What follows belongs to an exercise in optimizing a design on an open flow for small area, a short achievable clock period and few clock cycles per item; a production flow would make more cautious choices. RTL that was checked went through simulation tests only; none was proved equivalent to the original. No functional check of the RTL was part of runs 1 to 3 and 7. No activity file was given, so power comes from the tool's default toggle rates.

==> standard.sh <==
#!/bin/bash
# synth_recipe.tcl (not shown) runs the flow's synth.tcl, then flattens the netlist and writes it again
# the make line also repeats each setting of config.mk as NAME=value (left out here)
make -C /OpenROAD-flow-scripts/flow DESIGN_CONFIG=/design/flow/config.mk WORK_HOME=/design/flow/orfs CLKGATE_MAP_FILE= SYNTH_SCRIPT=/design/flow/synth_recipe.tcl "${@:-finish}"
==> config.mk <==
export PLATFORM = sky130hd
export DESIGN_NAME = non_restoring_divider
export DESIGN_NICKNAME = non_restoring_divider
export VERILOG_FILES = /design/flow/design.v
export SDC_FILE = /design/flow/constraint.sdc
export NUM_CORES = 4
export LEC_CHECK = 0
export CAP_MARGIN = 20
export CORE_MARGIN = 2
export CORE_UTILIZATION = 40
export CTS_BUF_LIST = sky130_fd_sc_hd__clkbuf_8
export SETUP_SLACK_MARGIN = 2.7
export SLEW_MARGIN = 20
==> flow/run.sh <==
#!/bin/bash
# Standard ORFS layout (the standard.sh), with small buffers on the
# ports instead of the default delay-cell buffers (repair may still upsize
# them). ORFS writes each step's log under orfs/logs; make's own output goes
# to standard.log here.
set -euo pipefail
export BUFFER_PORTS_ARGS="-buffer_cell sky130_fd_sc_hd__buf_1"

bash standard.sh > standard.log 2>&1
==> design.v <==
module non_restoring_divider #(
    parameter DATA_WIDTH = 32
) (
    input  logic                    clk_i,
    input  logic                    clk_en_i,
    input  logic                    rst_n_i,
    input  logic [DATA_WIDTH - 1:0] dividend_i,
    input  logic [DATA_WIDTH - 1:0] divisor_i,
    input  logic                    data_valid_i,
    output logic [DATA_WIDTH - 1:0] quotient_o,
    output logic [DATA_WIDTH - 1:0] remainder_o,
    output logic                    divide_by_zero_o,
    output logic                    data_valid_o,
    output logic                    idle_o
);
    logic [31:0] divisor_q, rem_q, quo_q;
    logic [4:0]  cnt_q;
    logic        busy_q, idle_q, valid_q, dbz_q;
    logic [2:0] skip;
    always_comb begin
        skip = 3'd0;
        for (int k = 1; k < 8; k++)
            if (|divisor_i[4*k +: 4]) skip = 3'(k);
    end
    logic [63:0] init;
    assign init = {32'b0, dividend_i} << {skip, 2'b00};
    logic [32:0] trial;
    logic [32:0] diff;
    logic        borrow;
    assign trial = {rem_q, quo_q[31]};
    assign {borrow, diff} = {1'b0, trial} - {2'b00, divisor_q};
    always_ff @(posedge clk_i) begin
        if (!rst_n_i) begin
            busy_q  <= 1'b0;
            idle_q  <= 1'b1;
            valid_q <= 1'b0;
        end else if (clk_en_i) begin
            valid_q <= busy_q && (cnt_q == 5'd0);
            if (busy_q) begin
                busy_q <= (cnt_q != 5'd0);
                idle_q <= (cnt_q == 5'd0);
            end else begin
                busy_q <= data_valid_i;
                idle_q <= !data_valid_i;
            end
        end
    end
    always_ff @(posedge clk_i) begin
        if (clk_en_i) begin
            if (!busy_q) begin
                divisor_q      <= divisor_i;
                {rem_q, quo_q} <= init;
                cnt_q          <= {~skip, 2'b11};
                dbz_q          <= (divisor_i == 32'b0);
            end else if (busy_q) begin
                rem_q <= borrow ? trial[31:0] : diff[31:0];
                quo_q <= {quo_q[30:0], !borrow};
                cnt_q <= cnt_q - 5'd1;
            end
        end
    end
    assign quotient_o       = quo_q;
    assign remainder_o      = rem_q;
    assign divide_by_zero_o = dbz_q;
    assign data_valid_o     = valid_q;
    assign idle_o           = idle_q;   
endmodule
==> constraint.sdc <==
create_clock -name core_clock -period 6.0 [get_ports {clk_i}]
set_input_delay 1.2000 -clock core_clock [delete_from_list [all_inputs] [get_ports {clk_i}]]
set_output_delay 1.2000 -clock core_clock [all_outputs]
set_load 0.01 [all_outputs]
==> impl_results.md, run 1 <==
- R2R Setup Slk: 2.80 ns
- Total number of vias: 6,490
- Yosys top cell area share: 0.420
- Ys flop type: edfxtp_1
- WL final: between 20,000 and 25,000 um
- Top cells by area, synth: edfxtp_1 (42%), mux2i_1 (10%), ha_1 (5.8%), nand2_1 (3.8%), a21oi_1 (3.6%)
- Yosys reg bits: 105
- Ports: 135
- Fraction of registers with async set/reset: 0
- Diode count: 0
- R2R cell count: 11
- Share of layout cells above drive strength 1: 0.0998
- Critical path arrival: 3.54 ns
- Chip height: 139 um
- Slew margin rel.: 0.282
- Area of placed instances: 0.00799 mm^2
- Min cycle time layout: roughly 3.3 ns
- Total track usage: 0.227
- Final clock period utilization by the worst path: 0.543
- Max frequency: between 300 and 400 MHz
- Worst-path clk slew: roughly 0.12 ns
- Crit path required time: between 6 and 7 ns
- Worst setup EP type: flop
- Filler Cells Inserted: 1,793
- Drt pass-1 iters: 5
- Hold Path Stages: 1
- Register area share after synthesis: 0.429
- Synth top cells by count: edfxtp_1 (102), nand2_1 (74), mux2i_1 (73), a21oi_1 (53), inv_1 (46)
- Final hold viol count: 0
- Worst setup SP type: input port
- Warnings, synthesis: 1
- Number of global-route vias before repair: between 6,000 and 7,000
- TNS Setup: 0 ns
- Full die area: ~0.019 mm^2
- Avg Inst Size Synth: approximately 10 um^2
- CTS tree: done
- Layout overhead on the synthesized area: 17.5%
- Max clock buf depth: 2
- Detailed Route Iter0 Violations: between 500 and 600
- Slew @ Worst Pin: ~1.1 ns
- Initial core utilization: 0.407
- Finished Cell Area: between 0.008 and 0.009 mm^2
- Remaining antenna violation count: 0
- H-tree Lvls: 3
- Worst VDD drop: between 0.1 and 0.15 mV
- Setup Skew: 0.0218 ns
- RSZ-0062 raised after global routing: false
- Cell row count: a little under 50
- # nets final: 970
- Largest net degree at the start of global routing: 53
- Yosys top cell by area: edfxtp_1
- Clk Latency, worst-skew pair: 0.41 ns
- Detailed-route vias per instance: roughly 5.9
- Syn Inst Count: ~730
- Class of the worst hold path: reg -> reg
- Final setup fails: 0
- CTS Root Buffer Type: clkbuf_8
- CP max FO: 29
- Post-synth EDFFs: between 100 and 150
- DP HPWL: between 15,000 and 20,000 um
- Final slew viol count: 0
- Grt ovf: 0
- TritonCTS Buffers: 9
- First-pass GRT wire length: ~34,000 um
- Drt wl/cell: a little over 20 um
- Netlist Area Pre-Place: 0.00729 mm^2
- Outcome: complete, no violations
- Pwr dens: 231 mW/mm^2
- Final GP Congestion: approximately 0.92
- Most frequent cell after synthesis: edfxtp_1
- Critical setup path kind: in -> reg
- Clock Sinks: ~110
- Leakage: about 0.0033 uW
- Post-synthesis net count: 831
- DRC violations left: 0
- Core area: 0.0179 mm^2
- Cell variety after synth: slightly below 70
- Hold_buf cts: 0
- # port buffers: between 100 and 150
- Initial antenna violation count: 0
- Die width: ~140 um
- Max-Cap Viols: 0
==> cell usage in the layout (no fill, tap or decap), types with 8 or more instances in the layout <==
cell,count
o21ai_0,39
a211oi_1,8
nand2_1,72
a22o_1,8
buf_1,133
ha_1,29
a21o_1,18
nand3_1,14
a31oi_1,12
xnor2_1,12
clkbuf_8,9
xor2_1,14
buf_4,22
o21a_1,8
nor3_1,10
o211ai_1,9
a21oi_1,51
mux2i_1,71
edfxtp_1,102
nor2_1,34
inv_1,47
==> area by class of cell <==
type	instances	area [um^2]	share of cell area
multi-input combinational	546	4060	0.474
sequential	105	3120	0.365
timing repair buffer	159	729	0.0852
tap	229	287	0.0335
inverter	46	173	0.0202
clock buffer	9	124	0.0145
clock inverter	7	62.6	0.00731
==> registers in the layout, indices dropped and copies added, names as in the netlist <==
name and cells:
busy_q 1, cnt_q 5, dbz_q 1, divisor_q 32
idle_q 1, quo_q 32, rem_q 32, valid_q 1
==> stage by stage <==
| step | power [uW] | hold WS [ns] | worst slack, ns | utilization | instances |
|---|---|---|---|---|---|
| floorplan | 1310 | 0.555 | 2.71 | - | 728 |
| global placement | 1490 | 0.555 | 1.78 | 0.446 | 1063 |
| detailed placement | 1490 | 0.543 | 1.79 | 0.446 | 1063 |
| CTS | 1970 | 0.576 | 2.70 | 0.469 | 1092 |
| global route | 2080 | 0.595 | 2.68 | 0.478 | 1101 |
| finish | 1980 | 0.577 | 2.74 | 0.478 | 1101 |
==> routing by layer <==
layer	up-vias	GRT usage	share of wire
met4	0	0.0665	0.022
met3	32	0.0508	0.067
met1	3170	0.310	0.44
met2	246	0.364	0.47
li1	3042	-	-
met5	-	0	0
==> worst max-delay path: stages <==
cell	delay, ns
buf_1	0.09
or4_1	0.55
o21ai_2	0.22
a21oi_2	0.11
o21ai_2	0.19
buf_12	0.23
mux2i_1	0.47
nor2_1	0.08
a211oi_1	0.27
a21o_1	0.11
==> cell families (layout without fill, tap and decap cells) <==
family          Yosys count  count (layout)  share of synthesized area
compound gates          215             216                      0.201
buf+inv                  79             221                     0.0452
fa+ha+maj                35              35                     0.0611
flops                   105             105                      0.429
simple gates            193             194                      0.129
mux                      75              75                      0.103
xor+xnor                 26              26                     0.0313
==> report_power, final <==
| part | internal, uW | switching, uW | leakage, uW | total (uW) |
|---|---|---|---|---|
| logic | 246 | 373 | 0.00216 | 620 |
| clock network | 159 | 288 | 0.000100 | 447 |
| registers | 869 | 43.4 | 0.00103 | 912 |
| total | 1270 | 704 | 0.00329 | 1980 |
==> worst paths after layout <==
kind                      from         to
setup / recovery  divisor_i[9]  quo_q[24]
hold / removal       quo_q[26]  quo_q[27]
setup reg to reg      rem_q[9]  rem_q[20]
hold reg to reg      quo_q[26]  quo_q[27]
==> timing repair <==
action                                  CTS  global route
setup buffers                            11             9
gates resized for setup                  26            17
gates cloned                              2             0
pin swaps                                 5             2
endpoints found under the setup margin   65            45
endpoints found under the hold margin     0             0
==> run 2, diff against run 1 <==
--- a/design.v
+++ b/design.v
@@ -17,11 +17,9 @@
     logic [4:0]  cnt_q;
-    logic        busy_q, idle_q, valid_q, dbz_q;
-    logic [2:0] skip;
-    always_comb begin
-        skip = 3'd0;
-        for (int k = 1; k < 8; k++)
-            if (|divisor_i[4*k +: 4]) skip = 3'(k);
-    end
-    logic [63:0] init;
-    assign init = {32'b0, dividend_i} << {skip, 2'b00};
+    logic        busy_q, valid_q, dbz_q;
+    logic        shift16, shift8;
+    logic [63:0] half, init;
+    assign shift16 = |divisor_i[31:16];
+    assign shift8  = shift16 ? |divisor_i[31:24] : |divisor_i[15:8];
+    assign half    = shift16 ? {16'b0, dividend_i, 16'b0} : {32'b0, dividend_i};
+    assign init    = shift8 ? {half[55:0], 8'b0} : half;
     logic [32:0] trial;
@@ -31,2 +29,4 @@
     assign {borrow, diff} = {1'b0, trial} - {2'b00, divisor_q};
+    logic start;
+    assign start = !busy_q && data_valid_i;
     always_ff @(posedge clk_i) begin
@@ -34,3 +34,2 @@
             busy_q  <= 1'b0;
-            idle_q  <= 1'b1;
             valid_q <= 1'b0;
@@ -38,9 +37,6 @@
             valid_q <= busy_q && (cnt_q == 5'd0);
-            if (busy_q) begin
+            if (busy_q)
                 busy_q <= (cnt_q != 5'd0);
-                idle_q <= (cnt_q == 5'd0);
-            end else begin
+            else
                 busy_q <= data_valid_i;
-                idle_q <= !data_valid_i;
-            end
         end
@@ -52,3 +48,3 @@
                 {rem_q, quo_q} <= init;
-                cnt_q          <= {~skip, 2'b11};
+                cnt_q          <= {~shift16, ~shift8, 3'b111};
                 dbz_q          <= (divisor_i == 32'b0);
@@ -65,3 +61,3 @@
     assign data_valid_o     = valid_q;
-    assign idle_o           = idle_q;   
+    assign idle_o           = !busy_q;
 endmodule
==> impl_results.md, run 2 <==
- Final GP Congestion: 0.890 (-3.2%)
- Ys flop type: edfxtp_1
- Number of global-route vias before repair: 5,563 (-9.2%)
- Top flop regs: divisor_q: 32 flops, quo_q: 32 flops, rem_q: 32 flops
- CTS tree: done
- Cell variety after synth: 59 (-14%)
- Clock Sinks: 104 (-0.95%)
- Worst setup SP type: flop
- # port buffers: 134 (unchanged)
- Avg Inst Size Synth: 9.76 um^2 (-2.4%)
- Drt wl/cell: 18.9 um (-6.2%)
- Final clock period utilization by the worst path: 0.539 (-0.00387)
- Most frequent cells in the layout: buf_1 (133), nand2_1 (116), edfxtp_1 (102)
- Ports: 135 (unchanged)
- Remaining antenna violation count: 0 (unchanged)
- Outcome: complete, no violations
- Crit path required time: 6.14 ns (-0.14 ns)
- Hold Path Stages: 2 (+1)
- Post-synth EDFFs: 102 (unchanged)
- Netlist Area Pre-Place: 0.00671 mm^2 (-7.9%)
- # nets final: 909 (-6.3%)
- Post-synthesis simple-gate area fraction: 0.140 (+0.0102)
- Detailed Route Iter0 Violations: 603 (+4.0%)
- Final slew viol count: 0 (unchanged)
- Critical setup path kind: reg -> reg
- Largest delay share family, worst path: compound AO/OA/AOI/OAI gates
- Mux share of post-synthesis cell area: 0.0448 (-0.0586)
- GR Util met1: 0.301 (-0.00864)
- DP HPWL: 14,400 um (-13%)
- Commonest non-fill, non-tap cell in the layout: buf_1
- Largest net degree at the start of global routing: 83 (+57%)
- Yosys top cell by area: edfxtp_1
- Instance count on the critical path: 12 (+2)
- Hold Slack: 0.564 ns (-0.0126 ns)
- Critical path arrival: 3.38 ns (-0.16 ns)
- H-tree Lvls: 3 (unchanged)
- Post-synthesis net count: 790 (-4.9%)
- Max clock buf depth: 2 (unchanged)
- M2 GR Usage: 0.345 (-0.0184)
- Chip height: 133 um (-3.9%)
- Worst setup EP type: flop
- Initial core utilization: 0.407 (about the same)
- Grt met3 use: 0.0514 (+0.000610)
- Warnings, synthesis: 1 (unchanged)
- Slew @ Worst Pin: 1.03 ns (-0.0481 ns)
- Worst-path clk slew: 0.11 ns (about the same)
- RSZ-0062 raised after global routing: true
- Total number of vias: 5,703 (-12%)
- Total track usage: 0.219 (-0.00795)
- Synth Area in Adders: 0.0664 (+0.00527)
- Top cells by area, synth: edfxtp_1 (46%), nand2_1 (6.6%), ha_1 (6.3%), o21ai_0 (4.4%), a21oi_1 (3.4%)
- Filler Cells Inserted: 1,637 (-8.7%)
- First-pass GRT wire length: 30,100 um (-12%)
- DRC violations left: 0 (unchanged)
- CP Cell Sequence: inv_1, ha_2, fa_2, nand2b_4, a21oi_4, o211ai_1, a2111oi_4, o2111a_2, o21ai_2, mux2i_1, a2111oi_2, a21oi_1
- Delay of the slowest critical-path stage: 0.45 ns (-0.10 ns)
- Grt ovf: 0 (unchanged)
- Register area share after synthesis: 0.463 (+0.0340)
- Slowest cell on the critical path: a2111oi_4
- Synth top cells by count: nand2_1 (118), edfxtp_1 (102), o21ai_0 (59), a21oi_1 (45), inv_1 (41)
- Largest family of logic cells by synthesized area: compound AO/OA/AOI/OAI gates
- Leakage: 0.00304 uW (-7.5%)
- Die width: 133 um (-3.9%)
- Detailed-route vias per instance: 5.53 (-6.2%)
- Diode count: 0 (unchanged)
- TNS Setup: 0 ns (unchanged)
- Class of the worst hold path: reg -> reg
- Most frequent cell after synthesis: nand2_1
- Final setup fails: 0 (unchanged)
- Drt pass-1 iters: 4 (-1)
- R2R cell count: 12 (+1)
- CTS Root Buffer Type: clkbuf_8
- Yosys top cell area share: 0.457 (+0.0362)
- Pwr dens: 245 mW/mm^2 (+6.0%)
- Core area: 0.0165 mm^2 (-8.0%)
- Share of layout cells above drive strength 1: 0.0826 (-0.0172)
- Full die area: 0.0178 mm^2 (-7.7%)
- Slew margin rel.: 0.315 (+0.0321)
- CP max FO: 3 (-90%)
- Yosys reg bits: 104 (-0.95%)
- Worst VDD drop: 0.127 mV (-3.3%)
- Max frequency: 309 MHz (+0.72%)
- Fraction of registers with async set/reset: 0 (unchanged)
- Max-Cap Viols: 0 (unchanged)
- TritonCTS Buffers: 9 (unchanged)
- Number of buffers and inverters on the critical path: 1 (-1)
- Hold_buf cts: 0 (unchanged)
- Layout overhead on the synthesized area: 15.4%
- Initial antenna violation count: 0 (unchanged)
- WL final: 19,500 um (-12%)
- Final hold viol count: 0 (unchanged)
- Busiest layer in global routing: met2
- Clk Latency, worst-skew pair: 0.40 ns (about the same)
- Cell row count: 47 (-4.1%)
- Min cycle time layout: 3.23 ns (-0.0232 ns)
- Synth Area in XOR/XNOR: 0.0392 (+0.00792)
- Post-synthesis compound-gate area fraction: 0.198 (-0.00320)
- Syn Inst Count: 687 (-5.6%)
- Setup Skew: 0.0161 ns (-0.00574 ns)
run 2: cell count changes after synthesis, moves of 6 or more:
cell	previous run	this run
a21oi_1	53	45
a221o_1	1	10
a22o_1	8	0
a22oi_1	7	0
mux2_2	2	8
mux2i_1	73	21
nand2_1	74	118
nor2_1	37	30
o21a_1	9	3
o21ai_0	43	59
o21ai_1	1	8
run 2: through the flow:
step	util	instance area (um^2)	worst slack (ns)	total power [uW]	cells
floorplan	-	6710	2.88	1240	687
global route	0.470	7740	2.64	1990	1031
global placement	0.448	7370	1.86	1390	1010
CTS	0.465	7650	2.73	1890	1028
finish	0.470	7740	2.77	1900	1031
detailed placement	0.448	7370	1.86	1390	1010
run 2: area by class of cell:
cell class / instances / area (um^2) / area share
clock buffers: 9 / 124 / 0.0160
clock inverters: 7 / 95.1 / 0.0123
inverters: 41 / 154 / 0.0199
multi-input cells: 504 / 3390 / 0.438
flip-flops and latches: 104 / 3110 / 0.401
well taps: 220 / 275 / 0.0356
repair buffers: 146 / 594 / 0.0768
run 2: worst reg2reg max path, stage by stage, from the launching register on:
cell,delay [ns]
edfxtp_1,0.40
inv_1,0.06
ha_2,0.19
fa_2,0.34
nand2b_4,0.16
a21oi_4,0.15
o211ai_1,0.22
a2111oi_4,0.45
o2111a_2,0.30
o21ai_2,0.07
mux2i_1,0.14
a2111oi_2,0.38
a21oi_1,0.11
run 2: per-layer routing:
metal  share of wire  vias to the layer above
li1                -                     2760
met1            0.45                     2681
met2            0.46                      229
met3           0.074                       33
met4           0.019                        0
met5               0                        -
run 2: final timing paths:
| kind | from | endpoint | slack, ns |
|---|---|---|---|
| worst max-delay path | quo_q[31] | rem_q[28] | 2.77 |
| worst min-delay path | quo_q[13] | quo_q[14] | 0.56 |
| worst max register to register | quo_q[31] | rem_q[28] | 2.77 |
| worst min register to register | quo_q[13] | quo_q[14] | 0.56 |
run 2: kinds of logic (layout without fill, tap and decap cells):
logic type | after synthesis | in the layout
AND/OR/NAND/NOR | 211 | 211
AO/OA/AOI/OAI | 199 | 199
flip-flops | 104 | 104
buffers and inverters | 79 | 203
adder cells (fa/ha/maj) | 35 | 35
XOR/XNOR | 30 | 30
multiplexers | 29 | 29
run 2: what timing repair did:
action / CTS / global route
setup buffers: 2 / 3
resized for setup: 10 / 13
pin swaps: 6 / 9
cloned: 0 / 0
endpoints found under the setup margin: 34 / 22
run 2: where the power goes:
group          leakage, uW  total [uW]  internal (uW)  switching, uW
sequential         0.00102         894            857           36.5
combinational      0.00192         501            188            313
clock             0.000103         502            235            267
total              0.00304        1900           1280            617
==> run 3, diff against run 2 <==
--- a/config.mk
+++ b/config.mk
@@ -11,3 +11,3 @@
 export CTS_BUF_LIST = sky130_fd_sc_hd__clkbuf_8
-export SETUP_SLACK_MARGIN = 2.7
+export SETUP_SLACK_MARGIN = 2.9
 export SLEW_MARGIN = 20
==> impl_results.md, run 3 <==
- Chip height: 133 um (unchanged)
- # port buffers: 134 (unchanged)
- Multi-input gate area: 0.00343 mm^2 (+1.0%)
- Top cells by area, synth: edfxtp_1 (46%), nand2_1 (6.6%), ha_1 (6.3%), o21ai_0 (4.4%), a21oi_1 (3.4%)
- Ys flop type: edfxtp_1
- Leakage: 0.00311 uW (+2.2%)
- Launch point of the worst reg-to-reg path: quo_q[31]
- CTS tree: done
- Fraction of registers with async set/reset: 0 (unchanged)
- Net Switching: 636 uW (+3.2%)
- Core area: 0.0165 mm^2 (unchanged)
- Worst setup SP type: flop
- Register area share after synthesis: 0.463 (unchanged)
- Pwr dens: 246 mW/mm^2 (+0.55%)
- P_int: 1310 uW (+2.0%)
- Slowest cell on the critical path: edfxtp_1
- Net Sw Frac: 0.328 (+0.00262)
- Number of buffers and inverters on the critical path: 1 (unchanged)
- Crit path required time: 6.14 ns (about the same)
- Yosys top cell area share: 0.457 (unchanged)
- Ports: 135 (unchanged)
- Final slew viol count: 0 (unchanged)
- Diode count: 0 (unchanged)
- # nets final: 917 (+0.88%)
- Min cycle time layout: 3.08 ns (-0.154 ns)
- Placed cell count: 1,009 (-0.099%)
- Delay of the slowest critical-path stage: 0.43 ns (-0.02 ns)
- First-pass GRT wire length: 30,500 um (+1.4%)
- Layout overhead on the synthesized area: 17.5%
- Avg Inst Size Synth: 9.76 um^2 (unchanged)
- Worst-path clk slew: 0.12 ns (about the same)
- Worst slack at placement: 1.80 ns (-0.0594 ns)
- Cell row count: 47 (unchanged)
- Syn Inst Count: 687 (unchanged)
- Total track usage: 0.220 (+0.000886)
- Total power: 1940 uW (+2.4%)
- R2R Setup Slk: 2.92 ns (+0.15 ns)
- Critical path arrival: 3.22 ns (-0.16 ns)
- Synth top cells by count: nand2_1 (118), edfxtp_1 (102), o21ai_0 (59), a21oi_1 (45), inv_1 (41)
- Final setup fails: 0 (unchanged)
- Grt ovf: 0 (unchanged)
- Yosys reg bits: 104 (unchanged)
- Clock power frac: 0.273 (+0.008)
- TritonCTS Buffers: 9 (unchanged)
- H-tree Lvls: 3 (unchanged)
- CTS Root Buffer Type: clkbuf_8
- R2R cell count: 12 (unchanged)
- Final clock period utilization by the worst path: 0.513 (-0.0257)
- Worst Setup SP: quo_q[31]
- Final hold viol count: 0 (unchanged)
- Hold Slack: 0.573 ns (+0.00907 ns)
- Initial core utilization: 0.407 (unchanged)
- DRC violations left: 0 (unchanged)
- Drt wl/cell: 18.5 um (-2.3%)
- RSZ-0062 raised after global routing: true
- WL final: 19,200 um (-1.5%)
- Number of global-route vias before repair: 5,536 (-0.49%)
- Detailed Route Iter0 Violations: 539 (-11%)
- Drt pass-1 iters: 5 (+1)
- Warnings, synthesis: 1 (unchanged)
- Yosys top cell by area: edfxtp_1
- Largest net degree at the start of global routing: 83 (unchanged)
- Most frequent cell after synthesis: nand2_1
- HP Start: quo_q[6]
- Max clock buf depth: 2 (unchanged)
- Setup ws final: 2.92 ns (+0.154 ns)
- Total number of vias: 5,783 (+1.4%)
- Class of the worst hold path: reg -> reg
- Netlist Area Pre-Place: 0.00671 mm^2 (unchanged)
- DP HPWL: 14,200 um (-1.3%)
- Outcome: complete, no violations
- Share of layout cells above drive strength 1: 0.0952 (+0.0126)
- TNS Setup: 0 ns (unchanged)
- Share of power burned in registers: 0.461 (-0.010)
- Largest delay share family, worst path: compound AO/OA/AOI/OAI gates
- Slew margin rel.: 0.298 (-0.0164)
- Comb pwr share: 0.266 (+0.002)
- CP Cell Sequence: inv_1, ha_2, fa_2, nand2b_4, a21oi_4, o211ai_1, a2111oi_4, o2111a_2, o21ai_2, mux2i_1, a2111oi_2, a21oi_1
- Clk Latency, worst-skew pair: 0.40 ns (about the same)
- CP max FO: 3 (unchanged)
- Post-synth EDFFs: 102 (unchanged)
- Die width: 133 um (unchanged)
- Most frequent cells in the layout: buf_1 (133), nand2_1 (115), edfxtp_1 (102)
- Worst setup EP type: flop
- WHS Endpoint: quo_q[7]
- Worst reg2reg endpoint: rem_q[28]
- Filler Cells Inserted: 1,665 (+1.7%)
- Cell variety after synth: 59 (unchanged)
- Final GP Congestion: 0.858 (-3.7%)
- Post-synthesis net count: 790 (unchanged)
- Remaining antenna violation count: 0 (unchanged)
- Full die area: 0.0178 mm^2 (unchanged)
- Commonest non-fill, non-tap cell in the layout: buf_1
- Initial antenna violation count: 0 (unchanged)
- Critical setup path kind: reg -> reg
- Top flop regs: divisor_q: 32 flops, quo_q: 32 flops, rem_q: 32 flops
- Hold Path Stages: 2 (unchanged)
- Worst VDD drop: 0.154 mV (+21%)
- Detailed-route vias per instance: 5.57 (+0.62%)
- Slew @ Worst Pin: 1.05 ns (+0.0245 ns)
- Setup Skew: 0.0198 ns (+0.00373 ns)
- Max-Cap Viols: 0 (unchanged)
- Clock Sinks: 104 (unchanged)
- Reg area: 0.00311 mm^2 (unchanged)
- Final std cells w/o fill: 1,039 (+0.78%)
- Max frequency: 325 MHz (+5.0%)
==> run 3: cell count changes in the layout (fill, tap and decap cells not counted), sizes merged <==
cell and delta:
clkinv +3, buf +8, clkinvlp -3
==> run 3: what timing repair did <==
action | 4_1_cts | 5_1_grt
buffers inserted | 6 | 8
hold buffers | 0 | 0
endpoints found under the setup margin | 49 | 28
pin swaps | 13 | 9
gates resized for setup | 23 | 9
==> run 3: cell type report <==
cell class	count	share of cell area
Clock inverter	7	0.0144
Timing Repair Buffer	154	0.0862
Multi-Input combinational cell	504	0.435
Inverter	41	0.0195
Sequential cell	104	0.394
Tap cell	220	0.0349
Clock buffer	9	0.0157
==> run 3: worst max-delay path by stage <==
stage | cells past startpoint | slack [ns] | end
CTS | 12 | 2.89 | rem_q[28]
global placement | 8 | 1.82 | rem_q[3]
floorplan | 12 | 2.92 | rem_q[28]
detailed placement | 8 | 1.80 | rem_q[7]
finish | 12 | 2.92 | rem_q[28]
global route | 12 | 2.76 | rem_q[28]
==> run 3: layer usage <==
layer  vias to the layer above  GRT usage  routed length, um
li1                       2783          -                  -
met1                      2763      0.300               8490
met2                       221      0.352               8950
met3                        16     0.0590               1500
met4                         0     0.0502                264
met5                         -          0                  0
==> run 3: stage by stage <==
step / utilization / area (um^2)
after floorplan: - / 6710
after global placement: 0.447 / 7360
after detailed placement: 0.447 / 7360
after CTS: 0.472 / 7770
after global routing: 0.479 / 7880
final: 0.479 / 7880
==> run 3: power by group through the flow <==
stage	Combinational, uW	Clock, uW	Sequential, uW
detailed placement	473	0	911
global placement	471	0	912
floorplan	329	0	912
CTS	502	545	895
global route	577	567	901
finish	517	531	895
==> run 3: worst reg2reg max path: cells and delay by family, from the launching register on <==
family | cells | cell delay [ns]
AO/OA/AOI/OAI | 7 | 1.45
adder cells (fa/ha/maj) | 2 | 0.59
flip-flops | 1 | 0.43
AND/OR/NAND/NOR | 1 | 0.17
multiplexers | 1 | 0.13
buffers and inverters | 1 | 0.06
==> run 3: cells by family after synthesis <==
family,Yosys count,share of synthesized area
xor+xnor,30,0.0392
simple gates,211,0.140
fa+ha+maj,35,0.0664
compound gates,199,0.198
mux,29,0.0448
buf+inv,79,0.0496
flops,104,0.463
==> run 4, diff against run 3 <==
--- a/design.v
+++ b/design.v
@@ -18,8 +18,11 @@
     logic        busy_q, valid_q, dbz_q;
-    logic        shift16, shift8;
-    logic [63:0] half, init;
-    assign shift16 = |divisor_i[31:16];
-    assign shift8  = shift16 ? |divisor_i[31:24] : |divisor_i[15:8];
-    assign half    = shift16 ? {16'b0, dividend_i, 16'b0} : {32'b0, dividend_i};
-    assign init    = shift8 ? {half[55:0], 8'b0} : half;
+    logic [1:0] skip;
+    always_comb begin
+        if      (|divisor_i[31:24]) skip = 2'd3;
+        else if (|divisor_i[23:16]) skip = 2'd2;
+        else if (|divisor_i[15:8])  skip = 2'd1;
+        else                        skip = 2'd0;
+    end
+    logic [63:0] init;
+    assign init = {32'b0, dividend_i} << {skip, 3'b000};
     logic [32:0] trial;
@@ -48,3 +51,3 @@
                 {rem_q, quo_q} <= init;
-                cnt_q          <= {~shift16, ~shift8, 3'b111};
+                cnt_q          <= {~skip, 3'b111};
                 dbz_q          <= (divisor_i == 32'b0);
==> flow/run.sh (replaced) <==
#!/bin/bash
# Standard ORFS layout (the standard.sh) with two changes:
#  - small buffers on the ports instead of the default delay-cell buffers
#    (repair may still upsize them);
#  - synthesis maps the combinational logic with flow/abc.script in place of
#    ORFS's abc_speed.script (flip-flop mapping is unchanged, so the
#    registers keep the standard synthesis's names and cell types).
# ORFS writes each step's log under orfs/logs; make's output goes to
# standard.log here.
set -euo pipefail
rm -rf scripts_mod
cp -r "$FLOW_HOME/scripts" scripts_mod
cp flow/abc.script scripts_mod/abc_speed.script
export SCRIPTS_DIR="$PWD/scripts_mod"
export BUFFER_PORTS_ARGS="-buffer_cell sky130_fd_sc_hd__buf_1"
bash standard.sh > standard.log 2>&1
==> flow/abc.script (new file) <==
&get -n
&st
&dch
&nf -R 1000
&put
--- a/config.mk
+++ b/config.mk
@@ -11,3 +11,3 @@
 export CTS_BUF_LIST = sky130_fd_sc_hd__clkbuf_8
-export SETUP_SLACK_MARGIN = 2.9
+export SETUP_SLACK_MARGIN = 2.7
 export SLEW_MARGIN = 20
==> impl_results.md, run 4 <==
- Detailed-route vias per instance: 5.77 (+3.7%)
- Worst setup SP type: input port
- Share of layout cells above drive strength 1: 0.0518 (-0.0435)
- Register area share after synthesis: 0.498 (+0.0355)
- H-tree Lvls: 3 (unchanged)
- Final GP Congestion: 0.901 (+5.0%)
- Worst setup EP type: flop
- Largest net degree at the start of global routing: 59 (-29%)
- Final slew viol count: 0 (unchanged)
- Yosys top cell area share: 0.492 (+0.0350)
- Worst VDD drop: 0.0967 mV (-37%)
- Max frequency: 316 MHz (-2.8%)
- TritonCTS Buffers: 9 (unchanged)
- Busiest layer in global routing: met2
- Most frequent cells in the layout: buf_1 (133), edfxtp_1 (102), o21ai_0 (89)
- Fraction of registers with async set/reset: 0 (unchanged)
- Filler Cells Inserted: 1,506 (-9.5%)
- Hold Path Stages: 2 (unchanged)
- HP Start: quo_q[13]
- Commonest non-fill, non-tap cell in the layout: buf_1
- Total power: 1860 uW (-4.1%)
- Warnings, synthesis: 1 (unchanged)
- Post-synthesis net count: 732 (-7.3%)
- Total track usage: 0.239 (+0.0187)
- Remaining antenna violation count: 0 (unchanged)
- Worst reg2reg endpoint: rem_q[24]
- Yosys reg bits: 104 (unchanged)
- Outcome: complete, no violations
- WHS Endpoint: quo_q[14]
- Worst-path clk slew: 0.11 ns (about the same)
- GR Util met1: 0.307 (+0.00735)
- Slew margin rel.: 0.468 (+0.170)
- Number of global-route vias before repair: 5,517 (-0.34%)
- Netlist Area Pre-Place: 0.00623 mm^2 (-7.1%)
- CTS Root Buffer Type: clkbuf_8
- Core area: 0.0152 mm^2 (-7.7%)
- Syn Inst Count: 629 (-8.4%)
- Clk Latency, worst-skew pair: 0.39 ns (about the same)
- # nets final: 890 (-2.9%)
- Initial antenna violation count: 0 (unchanged)
- Yosys top cell by area: edfxtp_1
- Grt ovf: 0 (unchanged)
- First-pass GRT wire length: 30,000 um (-1.5%)
- Top cells by area, synth: edfxtp_1 (49%), o21ai_0 (8.2%), ha_1 (6.8%), a21oi_1 (6.5%), nand2_1 (4.6%)
- Die width: 129 um (-3.5%)
- Setup Skew: 0.0143 ns (-0.00554 ns)
- RSZ-0062 raised after global routing: true
- M2 GR Usage: 0.414 (+0.0620)
- CP max FO: 36 (+33)
- Critical path arrival: 3.32 ns (+0.10 ns)
- Chip height: 129 um (-3.5%)
- Layout overhead on the synthesized area: 18.8%
- Grt met3 use: 0.0328 (-0.0261)
- Drt wl/cell: 19.9 um (+7.7%)
- Avg Inst Size Synth: 9.90 um^2 (+1.4%)
- Crit path required time: 6.15 ns (about the same)
- R2R cell count: 11 (-1)
- Class of the worst hold path: reg -> reg
- Max-Cap Viols: 0 (unchanged)
- Final setup fails: 0 (unchanged)
- Cell row count: 45 (-4.3%)
- Max clock buf depth: 2 (unchanged)
- Final clock period utilization by the worst path: 0.528 (+0.0145)
- R2R Setup Slk: 2.84 ns (-0.08 ns)
- Post-synth EDFFs: 102 (unchanged)
- CTS tree: done
- TNS Setup: 0 ns (unchanged)
- Min cycle time layout: 3.17 ns (+0.0872 ns)
- Drt pass-1 iters: 5 (unchanged)
- Ys flop type: edfxtp_1
- DP HPWL: 14,700 um (+3.5%)
- Synth top cells by count: edfxtp_1 (102), o21ai_0 (102), a21oi_1 (81), nand2_1 (76), nor2_1 (42)
- Top flop regs: divisor_q: 32 flops, quo_q: 32 flops, rem_q: 32 flops
- DRC violations left: 0 (unchanged)
- Full die area: 0.0166 mm^2 (-6.9%)
- Diode count: 0 (unchanged)
- Critical setup path kind: in -> reg
- Clock Sinks: 104 (unchanged)
- Initial core utilization: 0.410 (+0.00242)
- Detailed Route Iter0 Violations: 324 (-40%)
- Final hold viol count: 0 (unchanged)
- Launch point of the worst reg-to-reg path: quo_q[31]
- Leakage: 0.00244 uW (-21%)
- Pwr dens: 252 mW/mm^2 (+2.1%)
- WL final: 19,500 um (+1.6%)
- Cell variety after synth: 38 (-36%)
- Ports: 135 (unchanged)
- # port buffers: 134 (unchanged)
- Total number of vias: 5,659 (-2.1%)
- Slew @ Worst Pin: 0.793 ns (-0.257 ns)
run 4: final cells by class:
cell class	instances	area, um^2	share of cell area
well taps	188	235	0.0318
repair buffers	146	602	0.0813
clock inverters	7	87.6	0.0118
clock buffers	9	124	0.0167
inverters	38	144	0.0194
flip-flops and latches	104	3100	0.419
multi-input cells	488	3100	0.419
run 4: timing repair:
item	in CTS	in global routing
gates resized for setup	6	6
pin swaps	1	3
hold buffers	0	0
setup buffers	2	3
endpoints found under the setup margin	46	32
cloned	1	0
run 4: through the flow:
| stage | hold WS, ns | cell area [um^2] | cells | util | setup slack, ns |
|---|---|---|---|---|---|
| floorplan | 0.563 | 6300 | 629 | - | 2.63 |
| global placement | 0.537 | 7100 | 958 | 0.467 | 2.24 |
| detailed placement | 0.550 | 7100 | 958 | 0.467 | 2.14 |
| CTS | 0.571 | 7360 | 977 | 0.484 | 2.70 |
| global route | 0.597 | 7400 | 980 | 0.487 | 2.66 |
| finish | 0.574 | 7400 | 980 | 0.487 | 2.83 |
run 4: cell families after synthesis:
family                   synth area share
buffers and inverters              0.0229
AO/OA/AOI/OAI                       0.205
adder cells (fa/ha/maj)            0.0715
flip-flops                          0.498
multiplexers                       0.0386
AND/OR/NAND/NOR                     0.117
XOR/XNOR                           0.0464
run 4: worst max path at each step:
stage                endpoint  cells past startpoint          start
floorplan            rem_q[0]                     12       rem_q[1]
global placement    quo_q[28]                      8  divisor_i[21]
detailed placement  quo_q[29]                      8  divisor_i[21]
CTS                 rem_q[26]                     11      quo_q[31]
global route        rem_q[24]                     11      quo_q[31]
finish              quo_q[24]                      9   divisor_i[9]
run 4: routing by layer:
metal / vias to the layer above / share of wire / routed length, um
met3: 31 / 0.053 / 1040
met2: 206 / 0.51 / 9900
met5: - / 0 / 0
li1: 2702 / - / -
met1: 2720 / 0.41 / 8090
met4: 0 / 0.025 / 485
run 4: worst max-delay path: stages:
cell	delay, ns
buf_1	0.09
nor4_1	0.59
nand2_1	0.26
a21oi_4	0.20
buf_6	0.34
mux2i_1	0.35
nor2_1	0.07
a21oi_1	0.11
o21ai_1	0.07
run 4: power by group:
part           switching, uW  total (uW)  internal [uW]
clock                    261         494            233
sequential              34.6         892            858
combinational            310         476            166
total                    606        1860           1260
Testbench counts of run 4, summed over its fixed seeds: cycles 167,768, divisions 8,000.
==> run 5, diff against run 4 <==
==> flow/abc.script (replaced) <==
&get -n
&st
&dch
&nf -p
&st
&syn2
&if -g -K 6
&synch2
&nf -p
&st
&syn2
&if -g -K 6
&synch2
&nf -p
&st
&syn2
&if -g -K 6
&synch2
&nf -p
&st
&syn2
&if -g -K 6
&synch2
&nf -p
&st
&syn2
&if -g -K 6
&synch2
&nf -p
&put
buffer -c
topo
stime -c
upsize -c
dnsize -c
==> impl_results.md, run 5 <==
- Die width: 131 um (+1.4%)
- Drt pass-1 iters: 5 (unchanged)
- Synth top cells by count: edfxtp_1 (102), nand2_1 (83), o21ai_0 (53), a21oi_1 (44), inv_1 (41)
- Slew margin rel.: 0.345 (-0.123)
- Filler Cells Inserted: 1,594 (+5.8%)
- CTS Root Buffer Type: clkbuf_8
- Total track usage: 0.221 (-0.0175)
- Total number of vias: 5,464 (-3.4%)
- Detailed-route vias per instance: 5.57 (-3.5%)
- Core area: 0.0158 mm^2 (+3.7%)
- Final std cells w/o fill: 981 (+0.10%)
- Hold_buf cts: 0 (unchanged)
- CP max FO: 37 (+2.8%)
- Critical path arrival: 3.32 ns (about the same)
- Placed cell count: 959 (+0.10%)
- Final GP Congestion: 0.915 (+1.5%)
- Max-Cap Viols: 0 (unchanged)
- Class of the worst hold path: reg -> reg
- R2R cell count: 10 (-1)
- Detailed Route Iter0 Violations: 419 (+29%)
- H-tree Lvls: 3 (unchanged)
- Ys flop type: edfxtp_1
- Worst setup SP type: flop
- Ports: 135 (unchanged)
- Max frequency: 316 MHz (about the same)
- Finished Cell Area: 0.00749 mm^2 (+1.2%)
- Worst-path clk slew: 0.11 ns (about the same)
- DR WL met3: 1330 um (+28%)
- Area of placed instances: 0.00713 mm^2 (+0.44%)
- Worst reg2reg endpoint: rem_q[27]
- Diode count: 0 (unchanged)
- R2R Setup Slk: 2.83 ns (about the same)
- Cell variety after synth: 61 (+61%)
- Yosys top cell area share: 0.477 (-0.0144)
- Drt wl/cell: 19.1 um (-4.1%)
- Hold Path Stages: 2 (unchanged)
- Pwr dens: 240 mW/mm^2 (-4.5%)
- Cell row count: 46 (+2.2%)
- Avg Inst Size Synth: 10.2 um^2 (+3.3%)
- Full die area: 0.0171 mm^2 (+2.9%)
- # port buffers: 134 (unchanged)
- Layout overhead on the synthesized area: 16.7%
- Top cells by area, synth: edfxtp_1 (48%), ha_1 (6.6%), nand2_1 (4.9%), o21ai_0 (4.1%), a21oi_1 (3.4%)
- Netlist Area Pre-Place: 0.00642 mm^2 (+3.0%)
- Post-layout util: 0.475 (-0.0119)
- Launch point of the worst reg-to-reg path: rem_q[25]
- Fraction of registers with async set/reset: 0 (unchanged)
- Max clock buf depth: 2 (unchanged)
- Grt ovf: 0 (unchanged)
- Routed wire length on met2: 8600 um (-13%)
- Final setup fails: 0 (unchanged)
- Clock Sinks: 104 (unchanged)
- DRC violations left: 0 (unchanged)
- WL final: 18,700 um (-4.0%)
- Crit path required time: 6.15 ns (about the same)
- Yosys top cell by area: edfxtp_1
- Remaining antenna violation count: 0 (unchanged)
- CTS tree: done
- TNS Setup: 0 ns (unchanged)
- RSZ-0062 raised after global routing: true
- Chip height: 131 um (+1.4%)
- Yosys reg bits: 104 (unchanged)
- HP Start: quo_q[28]
- Initial antenna violation count: 0 (unchanged)
- Min cycle time layout: 3.17 ns (+0.00170 ns)
- WHS Endpoint: quo_q[29]
- Commonest non-fill, non-tap cell in the layout: buf_1
- Outcome: complete, no violations
- Total power: 1800 uW (-3.4%)
- Number of global-route vias before repair: 5,254 (-4.8%)
- Final clock period utilization by the worst path: 0.528 (about the same)
- First-pass GRT wire length: 28,500 um (-5.1%)
- Worst setup EP type: flop
- Final hold viol count: 0 (unchanged)
- Most frequent cell after synthesis: edfxtp_1
- DP HPWL: 14,100 um (-4.3%)
- Slew @ Worst Pin: 0.982 ns (+0.189 ns)
- Final slew viol count: 0 (unchanged)
- Initial core utilization: 0.407 (-0.00286)
- TritonCTS Buffers: 9 (unchanged)
- Most frequent cells in the layout: buf_1 (133), edfxtp_1 (102), nand2_1 (80)
- Post-synth EDFFs: 102 (unchanged)
- Post-synthesis net count: 730 (-0.27%)
- Critical setup path kind: reg -> reg
- Worst VDD drop: 0.114 mV (+18%)
- Top flop regs: divisor_q: 32 flops, quo_q: 32 flops, rem_q: 32 flops
- Top layer in use: met4
- Syn Inst Count: 627 (-0.32%)
- Largest net degree at the start of global routing: 88 (+49%)
- Register area share after synthesis: 0.484 (-0.0146)
- Warnings, synthesis: 1 (unchanged)
- Share of layout cells above drive strength 1: 0.0928 (+0.0410)
- Leakage: 0.00276 uW (+13%)
- Wl on met1: 8530 um (+5.4%)
- Clk Latency, worst-skew pair: 0.40 ns (about the same)
- Setup Skew: 0.0187 ns (+0.00443 ns)
- # nets final: 864 (-2.9%)
## run 5: cell types whose count changed in the layout (fill, tap and decap cells not counted), moves of 8 or more
cell and delta:
nand4_1 -9, nor2_1 -10, nand3_1 +8, o21ai_0 -37, a22o_1 +8, mux2_2 +12, xor2_1 -8, clkinv_1 -35
inv_1 +38, a21oi_1 -38
## run 5: critical path, cell delays in order, from the launching register on
cell and delay [ns]:
edfxtp_1 0.46, ha_1 0.43, a21oi_1 0.18, o21ai_1 0.12, or4b_1 0.60, o211ai_4 0.23
and2_1 0.20, buf_12 0.20, or3_1 0.14, mux2i_1 0.06, a311o_1 0.32
## run 5: how the worst max path moves through the flow
stage                              from        end  slack, ns  cells past startpoint
final                         rem_q[25]  rem_q[27]       2.83                     10
after global routing          quo_q[31]  rem_q[28]       2.68                     12
after CTS                     quo_q[31]  rem_q[30]       2.74                     12
after detailed placement  divisor_i[24]  quo_q[30]       1.62                      9
after global placement    divisor_i[24]  quo_q[29]       1.68                      9
after floorplan           divisor_i[25]  quo_q[23]       2.88                      7
## run 5: layer usage
| layer | GRT usage | vias to the layer above |
|---|---|---|
| met4 | 0.0651 | 0 |
| li1 | - | 2589 |
| met5 | 0 | - |
| met1 | 0.316 | 2649 |
| met2 | 0.351 | 207 |
| met3 | 0.0326 | 19 |
## run 5: area by class of cell
| class | count | area (um^2) | area share |
|---|---|---|---|
| Clock buffer | 9 | 124 | 0.0165 |
| Clock inverter | 6 | 50.0 | 0.00668 |
| Inverter | 42 | 158 | 0.0210 |
| Multi-Input combinational cell | 456 | 3160 | 0.422 |
| Sequential cell | 104 | 3100 | 0.414 |
| Tap cell | 216 | 270 | 0.0361 |
| Timing Repair Buffer | 148 | 622 | 0.0830 |
## run 5: kinds of logic (layout without fill, tap and decap cells)
kind of cell    count (synthesis)  after routing  share of synthesized area
buf+inv                        67            205                     0.0427
simple gates                  178            178                      0.128
compound gates                181            181                      0.183
flops                         104            104                      0.484
fa+ha+maj                      35             35                     0.0694
mux                            34             34                     0.0554
xor+xnor                       28             28                     0.0382
## run 5: where the power goes
group | leakage (uW) | internal (uW) | switching [uW] | total [uW]
Sequential | 0.00102 | 858 | 34.0 | 892
Combinational | 0.00165 | 183 | 296 | 478
Clock | 0.0000900 | 156 | 274 | 429
## run 5: what timing repair did
action,in CTS,in global routing
setup endpoints to repair,54,29
pin swaps,0,4
cloned,0,0
buffers inserted,5,2
gates resized for setup,10,17
## run 5: metrics by stage
step | hold WS (ns) | setup WS (ns)
after global routing | 0.626 | 2.68
after detailed placement | 0.559 | 1.62
final | 0.580 | 2.83
after floorplan | 0.556 | 2.88
after CTS | 0.589 | 2.74
after global placement | 0.556 | 1.68
==> run 6, diff against run 5 <==
==> flow/abc.script (replaced) <==
&get -n
&st
&dch -f
&nf -p
&put
buffer -c
topo
stime -c
upsize -c
dnsize -c
==> impl_results.md, run 6 <==
- Routed wire length on met2: 9560 um (+11%)
- Slew margin rel.: 0.409 (+0.0636)
- Final hold viol count: 0 (unchanged)
- Commonest non-fill, non-tap cell in the layout: buf_1
- Cell variety after synth: 44 (-28%)
- Ys flop type: edfxtp_1
- Launch point of the worst reg-to-reg path: rem_q[12]
- CTS Root Buffer Type: clkbuf_8
- Max clock buf depth: 2 (unchanged)
- Final GP Congestion: 0.916 (about the same)
- Most frequent cells in the layout: buf_1 (133), nand2_1 (105), edfxtp_1 (102)
- Largest net degree at the start of global routing: 80 (-9.1%)
- Setup ws final: 2.75 ns (-0.0842 ns)
- Ports: 135 (unchanged)
- # port buffers: 134 (unchanged)
- Worst reg2reg endpoint: rem_q[0]
- Full die area: 0.0174 mm^2 (+1.6%)
- Remaining antenna violation count: 0 (unchanged)
- Post-layout util: 0.471 (-0.00373)
- DP HPWL: 16,100 um (+15%)
- Detailed Route Iter0 Violations: 573 (+37%)
- WL final: 21,100 um (+13%)
- Netlist Area Pre-Place: 0.00653 mm^2 (+1.7%)
- Post-synth EDFFs: 102 (unchanged)
- Top layer in use: met4
- Worst-path clk slew: 0.11 ns (about the same)
- Worst setup EP type: flop
- Synth top cells by count: nand2_1 (106), edfxtp_1 (102), o21ai_0 (93), a21oi_1 (62), nor2_1 (55)
- H-tree Lvls: 3 (unchanged)
- Cell row count: 46 (unchanged)
- Delay of the slowest critical-path stage: 0.53 ns (-0.07 ns)
- Layout overhead on the synthesized area: 15.1%
- Critical setup path kind: reg -> reg
- Final slew viol count: 0 (unchanged)
- First-pass GRT wire length: 32,000 um (+12%)
- Leakage: 0.00258 uW (-6.6%)
- Detailed-route vias per instance: 5.77 (+3.6%)
- Max-Cap Viols: 0 (unchanged)
- CP max FO: 23 (-38%)
- Crit path required time: 6.15 ns (about the same)
- Post-synthesis net count: 789 (+8.1%)
- DRC violations left: 0 (unchanged)
- CP Cell Sequence: ha_1, and4_1, nand2_1, or4_1, o211a_2, o31ai_4, buf_6, mux2i_1, a211o_1
- Initial core utilization: 0.409 (+0.00242)
- # nets final: 916 (+6.0%)
- Class of the worst hold path: reg -> reg
- Register area share after synthesis: 0.475 (-0.00806)
- Yosys reg bits: 104 (unchanged)
- Number of buffers and inverters on the critical path: 1 (unchanged)
- TritonCTS Buffers: 9 (unchanged)
- Outcome: complete, no violations
- Diode count: 0 (unchanged)
- Total track usage: 0.237 (+0.0155)
- Wl on met1: 9780 um (+15%)
- Drt pass-1 iters: 5 (unchanged)
- Yosys top cell by area: edfxtp_1
- Chip height: 132 um (+0.82%)
- Setup Skew: 0.0144 ns (-0.00430 ns)
- Avg Inst Size Synth: 9.51 um^2 (-7.1%)
- RSZ-0062 raised after global routing: true
- Top cells by area, synth: edfxtp_1 (47%), o21ai_0 (7.1%), ha_1 (6.5%), nand2_1 (6.1%), a21oi_1 (4.8%)
- Worst VDD drop: 0.106 mV (-7.0%)
- Worst setup SP type: flop
- Largest delay share family, worst path: simple AND/OR/NAND/NOR gates
- Syn Inst Count: 686 (+9.4%)
- R2R cell count: 9 (-1)
- TNS Setup: 0 ns (unchanged)
- Fraction of registers with async set/reset: 0 (unchanged)
- Share of layout cells above drive strength 1: 0.0477 (-0.0451)
- Min cycle time layout: 3.25 ns (+0.0842 ns)
- DR WL met3: 1280 um (-3.6%)
- Warnings, synthesis: 1 (unchanged)
- Core area: 0.0159 mm^2 (+1.1%)
- Drt wl/cell: 20.4 um (+6.9%)
- Final setup fails: 0 (unchanged)
- Slew @ Worst Pin: 0.887 ns (-0.0955 ns)
- WHS Endpoint: quo_q[15]
- Hold Path Stages: 2 (unchanged)
- Final clock period utilization by the worst path: 0.542 (+0.0140)
- Worst slack at placement: 1.96 ns (+0.348 ns)
- Most frequent cell after synthesis: nand2_1
- Pwr dens: 243 mW/mm^2 (+0.93%)
- Die width: 132 um (+0.82%)
- Max frequency: 307 MHz (-2.6%)
- Top flop regs: divisor_q: 32 flops, quo_q: 32 flops, rem_q: 32 flops
- Clk Latency, worst-skew pair: 0.39 ns (about the same)
- Initial antenna violation count: 0 (unchanged)
- HP Start: quo_q[14]
- Number of global-route vias before repair: 5,857 (+11%)
- CTS tree: done
- Slowest cell on the critical path: edfxtp_1
- Total number of vias: 5,968 (+9.2%)
- R2R Setup Slk: 2.75 ns (-0.08 ns)
- Critical path arrival: 3.40 ns (+0.08 ns)
- Grt ovf: 0 (unchanged)
- Clock Sinks: 104 (unchanged)
- Total power: 1820 uW (+1.2%)
- Yosys top cell area share: 0.469 (-0.00796)
## run 6: changes by cell type in the layout (fill, tap and decap cells not counted), moves of 8 or more
cell / previous run / this run
nand3_1: 17 / 1
nand2_1: 80 / 105
o221ai_1: 0 / 16
a22o_1: 8 / 0
nor2_1: 32 / 54
o21ai_0: 52 / 92
a21oi_1: 42 / 61
o21ai_1: 11 / 2
xor2_1: 10 / 23
xnor2_1: 18 / 10
o22ai_1: 3 / 14
a221o_1: 8 / 0
mux2_2: 12 / 0
## run 6: timing repair
| action | in CTS | in global routing |
|---|---|---|
| setup endpoints to repair | 56 | 32 |
| gates resized for setup | 4 | 10 |
| hold buffers | 0 | 0 |
| buffers inserted | 1 | 3 |
| pin swaps | 2 | 0 |
| cloned | 1 | 0 |
## run 6: where the power goes
group / switching, uW / internal (uW)
combinational: 326 / 164
sequential: 42.8 / 858
clock: 275 / 156
total: 644 / 1180
## run 6: layout make-up
type	count	area (um^2)
well taps	216	270
inverters	39	148
clock inverters	7	55.1
clock buffers	9	124
flip-flops and latches	104	3100
fillers	1562	8430
multi-input cells	517	3230
repair buffers	142	581
## run 6: kinds of logic after synthesis
| logic type | share of synthesized area |
|---|---|
| AND/OR/NAND/NOR | 0.133 |
| flip-flops | 0.475 |
| multiplexers | 0.0383 |
| AO/OA/AOI/OAI | 0.202 |
| buffers and inverters | 0.0393 |
| adder cells (fa/ha/maj) | 0.0683 |
| XOR/XNOR | 0.0443 |
## run 6: stage by stage
| step | cell area (um^2) | hold slack [ns] | std cells |
|---|---|---|---|
| after CTS | 7440 | 0.575 | 1031 |
| after detailed placement | 7240 | 0.550 | 1013 |
| final | 7510 | 0.569 | 1034 |
| after global placement | 7240 | 0.541 | 1013 |
| after global routing | 7510 | 0.607 | 1034 |
| after floorplan | 6530 | 0.556 | 686 |
## run 6: worst max-delay path by stage
stage,startpoint,end,slack (ns),cells past startpoint
CTS,rem_q[8],rem_q[23],2.71,8
detailed placement,divisor_i[17],quo_q[17],1.96,5
finish,rem_q[12],rem_q[0],2.75,9
floorplan,clk_en_i,dbz_q,2.88,1
global placement,divisor_i[21],rem_q[0],2.10,7
global route,divisor_i[17],quo_q[5],2.67,5
## run 6: metal layers
layer,global-route usage,vias to the layer above
li1,-,2809
met1,0.340,2861
met2,0.368,265
met3,0.0258,33
met4,0.0918,0
met5,0,-
## run 6: tightest hold or removal path, stage by stage (launching register included)
cell and delay, ns:
edfxtp_1 0.36, nand2_1 0.06, o21ai_0 0.06
==> run 7, diff against run 6 <==
--- a/design.v
+++ b/design.v
@@ -31,3 +31,30 @@
     assign trial = {rem_q, quo_q[31]};
-    assign {borrow, diff} = {1'b0, trial} - {2'b00, divisor_q};
+    logic [33:0] g, p, gc, pc;
+    logic [32:0] dv;
+    assign dv = {1'b0, divisor_q};
+    always_comb begin
+        g[0] = 1'b1;
+        p[0] = 1'b0;
+        for (int i = 0; i < 33; i++) begin
+            g[i+1] = trial[i] & ~dv[i];
+            p[i+1] = ~(trial[i] ^ dv[i]);
+        end
+        gc = g;
+        pc = p;
+        for (int l = 0; l < 6; l++)
+            for (int i = 0; i < 34; i++)
+                if (((i + 1) % (2 << l)) == 0) begin
+                    gc[i] = gc[i] | (pc[i] & gc[i - (1 << l)]);
+                    pc[i] = pc[i] & pc[i - (1 << l)];
+                end
+        for (int l = 4; l >= 0; l--)
+            for (int i = 0; i < 34; i++)
+                if (((i + 1) % (2 << l)) == (1 << l) && i >= (2 << l)) begin
+                    gc[i] = gc[i] | (pc[i] & gc[i - (1 << l)]);
+                    pc[i] = pc[i] & pc[i - (1 << l)];
+                end
+        for (int i = 0; i < 33; i++)
+            diff[i] = p[i+1] ^ gc[i];
+        borrow = ~gc[33];
+    end
     logic start;
==> flow/run.sh (replaced) <==
#!/bin/bash
# Standard ORFS layout (the standard.sh), with small buffers on the
# ports instead of the default delay-cell buffers (repair may still upsize
# them). ORFS writes each step's log under orfs/logs; make's own output goes
# to standard.log here.
set -euo pipefail
export BUFFER_PORTS_ARGS="-buffer_cell sky130_fd_sc_hd__buf_1"

bash standard.sh > standard.log 2>&1
removed: flow/abc.script
==> impl_results.md, run 7 <==
- Outcome: complete, no violations
- Warnings, synthesis: 1 (unchanged)
- Min cycle time layout: 3.25 ns (-0.000780 ns)
- Yosys top cell area share: 0.471 (+0.00190)
- Total number of vias: 5,649 (-5.3%)
- Class of the worst hold path: reg -> reg
- Number of buffers and inverters on the critical path: 2 (+1)
- Register area share after synthesis: 0.477 (+0.00192)
- DP HPWL: 14,200 um (-12%)
- CTS tree: done
- Detailed-route vias per instance: 5.62 (-2.6%)
- Slew margin rel.: 0.364 (-0.0451)
- Slowest cell on the critical path: or4_1
- Max frequency: 307 MHz (about the same)
- Yosys reg bits: 104 (unchanged)
- Netlist Area Pre-Place: 0.00650 mm^2 (-0.40%)
- Yosys top cell by area: edfxtp_1
- Layout overhead on the synthesized area: 20.0%
- Cell row count: 46 (unchanged)
- Final hold viol count: 0 (unchanged)
- Drt pass-1 iters: 6 (+1)
- Largest delay share family, worst path: simple AND/OR/NAND/NOR gates
- Final setup fails: 0 (unchanged)
- # port buffers: 134 (unchanged)
- Diode count: 0 (unchanged)
- Initial core utilization: 0.409 (about the same)
- Clk Latency, worst-skew pair: 0.40 ns (about the same)
- Grt ovf: 0 (unchanged)
- Reg area: 0.00310 mm^2 (unchanged)
- Critical setup path kind: in -> reg
- Worst setup EP type: flop
- CP Cell Sequence: buf_1, or4_1, nor2_4, o21a_1, buf_8, mux2i_1, nor2_1, a211oi_1, o311ai_0
- Syn Inst Count: 642 (-6.4%)
- Clock Sinks: 104 (unchanged)
- Most frequent cell after synthesis: nand2_1
- H-tree Lvls: 3 (unchanged)
- CTS Root Buffer Type: clkbuf_8
- Worst VDD drop: 0.148 mV (+39%)
- WL final: 19,400 um (-8.3%)
- Share of layout cells above drive strength 1: 0.100 (+0.0524)
- Number of global-route vias before repair: 5,429 (-7.3%)
- Ports: 135 (unchanged)
- TritonCTS Buffers: 9 (unchanged)
- Setup Skew: 0.0176 ns (+0.00317 ns)
- Top flop regs: divisor_q: 32 flops, quo_q: 32 flops, rem_q: 32 flops
- Full die area: 0.0173 mm^2 (-0.39%)
- Multi-input gate area: 0.00330 mm^2 (+2.3%)
- Detailed Route Iter0 Violations: 477 (-17%)
- Chip height: 131 um (-0.19%)
- TNS Setup: 0 ns (unchanged)
- Drt wl/cell: 19.3 um (-5.7%)
- Most frequent cells in the layout: buf_1 (133), nand2_1 (106), edfxtp_1 (102)
- Cell variety after synth: 56 (+27%)
- Critical path arrival: 3.39 ns (about the same)
- Die width: 131 um (-0.19%)
- Avg Inst Size Synth: 10.1 um^2 (+6.4%)
- Slew @ Worst Pin: 0.954 ns (+0.0676 ns)
- Commonest non-fill, non-tap cell in the layout: buf_1
- Fraction of registers with async set/reset: 0 (unchanged)
- Final slew viol count: 0 (unchanged)
- Worst setup SP type: input port
- RSZ-0062 raised after global routing: true
- Delay of the slowest critical-path stage: 0.61 ns (+0.08 ns)
- CP max FO: 31 (+35%)
- Top cells by area, synth: edfxtp_1 (47%), ha_1 (6.5%), nand2_1 (6.3%), fa_1 (4.6%), o21ai_0 (3.9%)
- Hold_buf cts: 0 (unchanged)
- Final GP Congestion: 0.940 (+2.7%)
- First-pass GRT wire length: 29,600 um (-7.5%)
- Max-Cap Viols: 0 (unchanged)
- Post-layout util: 0.491 (+0.0197)
- Core area: 0.0159 mm^2 (-0.36%)
- Filler Cells Inserted: 1,538 (-1.5%)
- Final clock period utilization by the worst path: 0.542 (about the same)
- Pwr dens: 241 mW/mm^2 (-0.54%)
- Ys flop type: edfxtp_1
- Worst-path clk slew: 0.11 ns (about the same)
- Post-synth EDFFs: 102 (unchanged)
- # nets final: 901 (-1.6%)
- Initial antenna violation count: 0 (unchanged)
- Post-synthesis net count: 759 (-3.8%)
- Total track usage: 0.220 (-0.0170)
- DRC violations left: 0 (unchanged)
- Crit path required time: 6.14 ns (about the same)
- Remaining antenna violation count: 0 (unchanged)
- Max clock buf depth: 2 (unchanged)
- Leakage: 0.00291 uW (+13%)
- Synth top cells by count: nand2_1 (109), edfxtp_1 (102), o21ai_0 (51), inv_1 (41), a21oi_1 (39)
- Total power: 1880 uW (+3.2%)
- Largest net degree at the start of global routing: 91 (+14%)
-- run 7: cell types whose count changed after synthesis, moves of 8 or more --
cell      before  now
and3_1         0   10
xor2_1        23    7
nor2_1        55   38
nand3_1        2   18
fa_1           1   15
o221ai_1      16    0
o21ai_0       93   51
mux2i_1       25   14
o22ai_1       14    0
a311o_1        0    8
a21oi_1       62   39
-- run 7: final cells by class --
type                    count  share of cell area
inverters                  41              0.0197
repair buffers            161              0.0916
clock inverters             7              0.0162
flip-flops and latches    104               0.398
clock buffers               9              0.0159
multi-input cells         467               0.424
well taps                 216              0.0347
-- run 7: cells by family after synthesis --
family | count (synthesis) | synth area share
AND/OR/NAND/NOR | 220 | 0.151
flip-flops | 104 | 0.477
buffers and inverters | 72 | 0.0450
multiplexers | 14 | 0.0216
XOR/XNOR | 18 | 0.0243
adder cells (fa/ha/maj) | 49 | 0.112
AO/OA/AOI/OAI | 165 | 0.170
-- run 7: repair_timing --
| item | 4_1_cts | 5_1_grt |
|---|---|---|
| pin swaps | 1 | 3 |
| resized for setup | 13 | 23 |
| cloned | 0 | 1 |
| buffers inserted | 1 | 20 |
| setup endpoints to repair | 47 | 42 |
-- run 7: worst register-to-register path, stage by stage, from the launching register on --
cell and delay, ns:
edfxtp_1 0.48, ha_1 0.35, and4_1 0.24, and3_1 0.18
o211ai_2 0.16, a211oi_4 0.38, nor3_2 0.11, o211a_1 0.24
o21bai_1 0.19, fa_1 0.44, o21ai_0 0.11, a21oi_1 0.10
-- run 7: stage by stage --
stage               cell area (um^2)  instances  setup slack [ns]  hold WS, ns
detailed placement              7180        967              1.70        0.547
finish                          7800       1005              2.75        0.568
floorplan                       6500        642              2.88        0.556
CTS                             7490        984              2.66        0.575
global route                    7800       1005              2.63        0.607
global placement                7180        967              1.89        0.545
-- run 7: worst paths after layout --
| kind | from | end | slack [ns] | cells past startpoint |
|---|---|---|---|---|
| hold reg to reg | quo_q[25] | quo_q[26] | 0.57 | 2 |
| setup / recovery | divisor_i[13] | rem_q[3] | 2.75 | 9 |
| hold / removal | quo_q[25] | quo_q[26] | 0.57 | 2 |
| setup reg to reg | rem_q[12] | rem_q[29] | 2.77 | 11 |
-- run 7: layer usage --
layer  up-vias  track usage  routed length (um)
met2       230        0.369                9510
li1       2646            -                   -
met3        26       0.0498                1330
met4         0       0.0622                 432
met1      2747        0.285                8080
met5         -            0                   0
-- run 7: where the power goes --
group / switching, uW / leakage [uW] / internal (uW) / total, uW
Sequential: 37.6 / 0.00102 / 858 / 896
Clock: 269 / 0.000122 / 283 / 552
Combinational: 263 / 0.00177 / 170 / 433
Total: 570 / 0.00291 / 1310 / 1880

-- separate check: timing with driven ports --
The results above use ideal ports. As a check the final layouts listed here were re-extracted and re-timed, cells and wires unchanged. Step 1 (the two cells are an assumption about what drives the block):
set clk [get_ports {clk_i}]
set_driving_cell -lib_cell sky130_fd_sc_hd__clkbuf_16 $clk
set_driving_cell -lib_cell sky130_fd_sc_hd__buf_2 [delete_from_list [all_inputs] $clk]
Step 2 also shifts input and output timing later by t, the mid clock arrival at the registers, as if the neighbouring blocks saw the same clock. Slacks: ideal / step 1 / step 2; pairs: ideal / step 1.
| run | t (ns) | setup WS [ns] | worst setup path at the end | slew at the worst register clock pin (ns) |
|---|---|---|---|---|
| run 1 | 0.440 | 2.742 / 2.766 / 2.326 | input to register | 0.12 / 0.12 |
| run 2 | 0.431 | 2.766 / 2.766 / 2.518 | input to register | 0.11 / 0.11 |
| run 3 | 0.432 | 2.920 / 2.920 / 2.670 | input to register | 0.12 / 0.12 |
| run 4 | 0.419 | 2.832 / 2.840 / 2.430 | input to register | 0.11 / 0.11 |
| run 5 | 0.428 | 2.831 / 2.831 / 2.464 | input to register | 0.12 / 0.12 |
| run 6 | 0.421 | 2.747 / 2.747 / 2.374 | input to register | 0.11 / 0.11 |
| run 7 | 0.428 | 2.747 / 2.761 / 2.333 | input to register | 0.11 / 0.11 |
After both steps setup and hold are still met in every run listed. For run 1, which loses most, drivers alone change the setup slack by +0.024 ns; drivers and shift together by -0.416 ns.
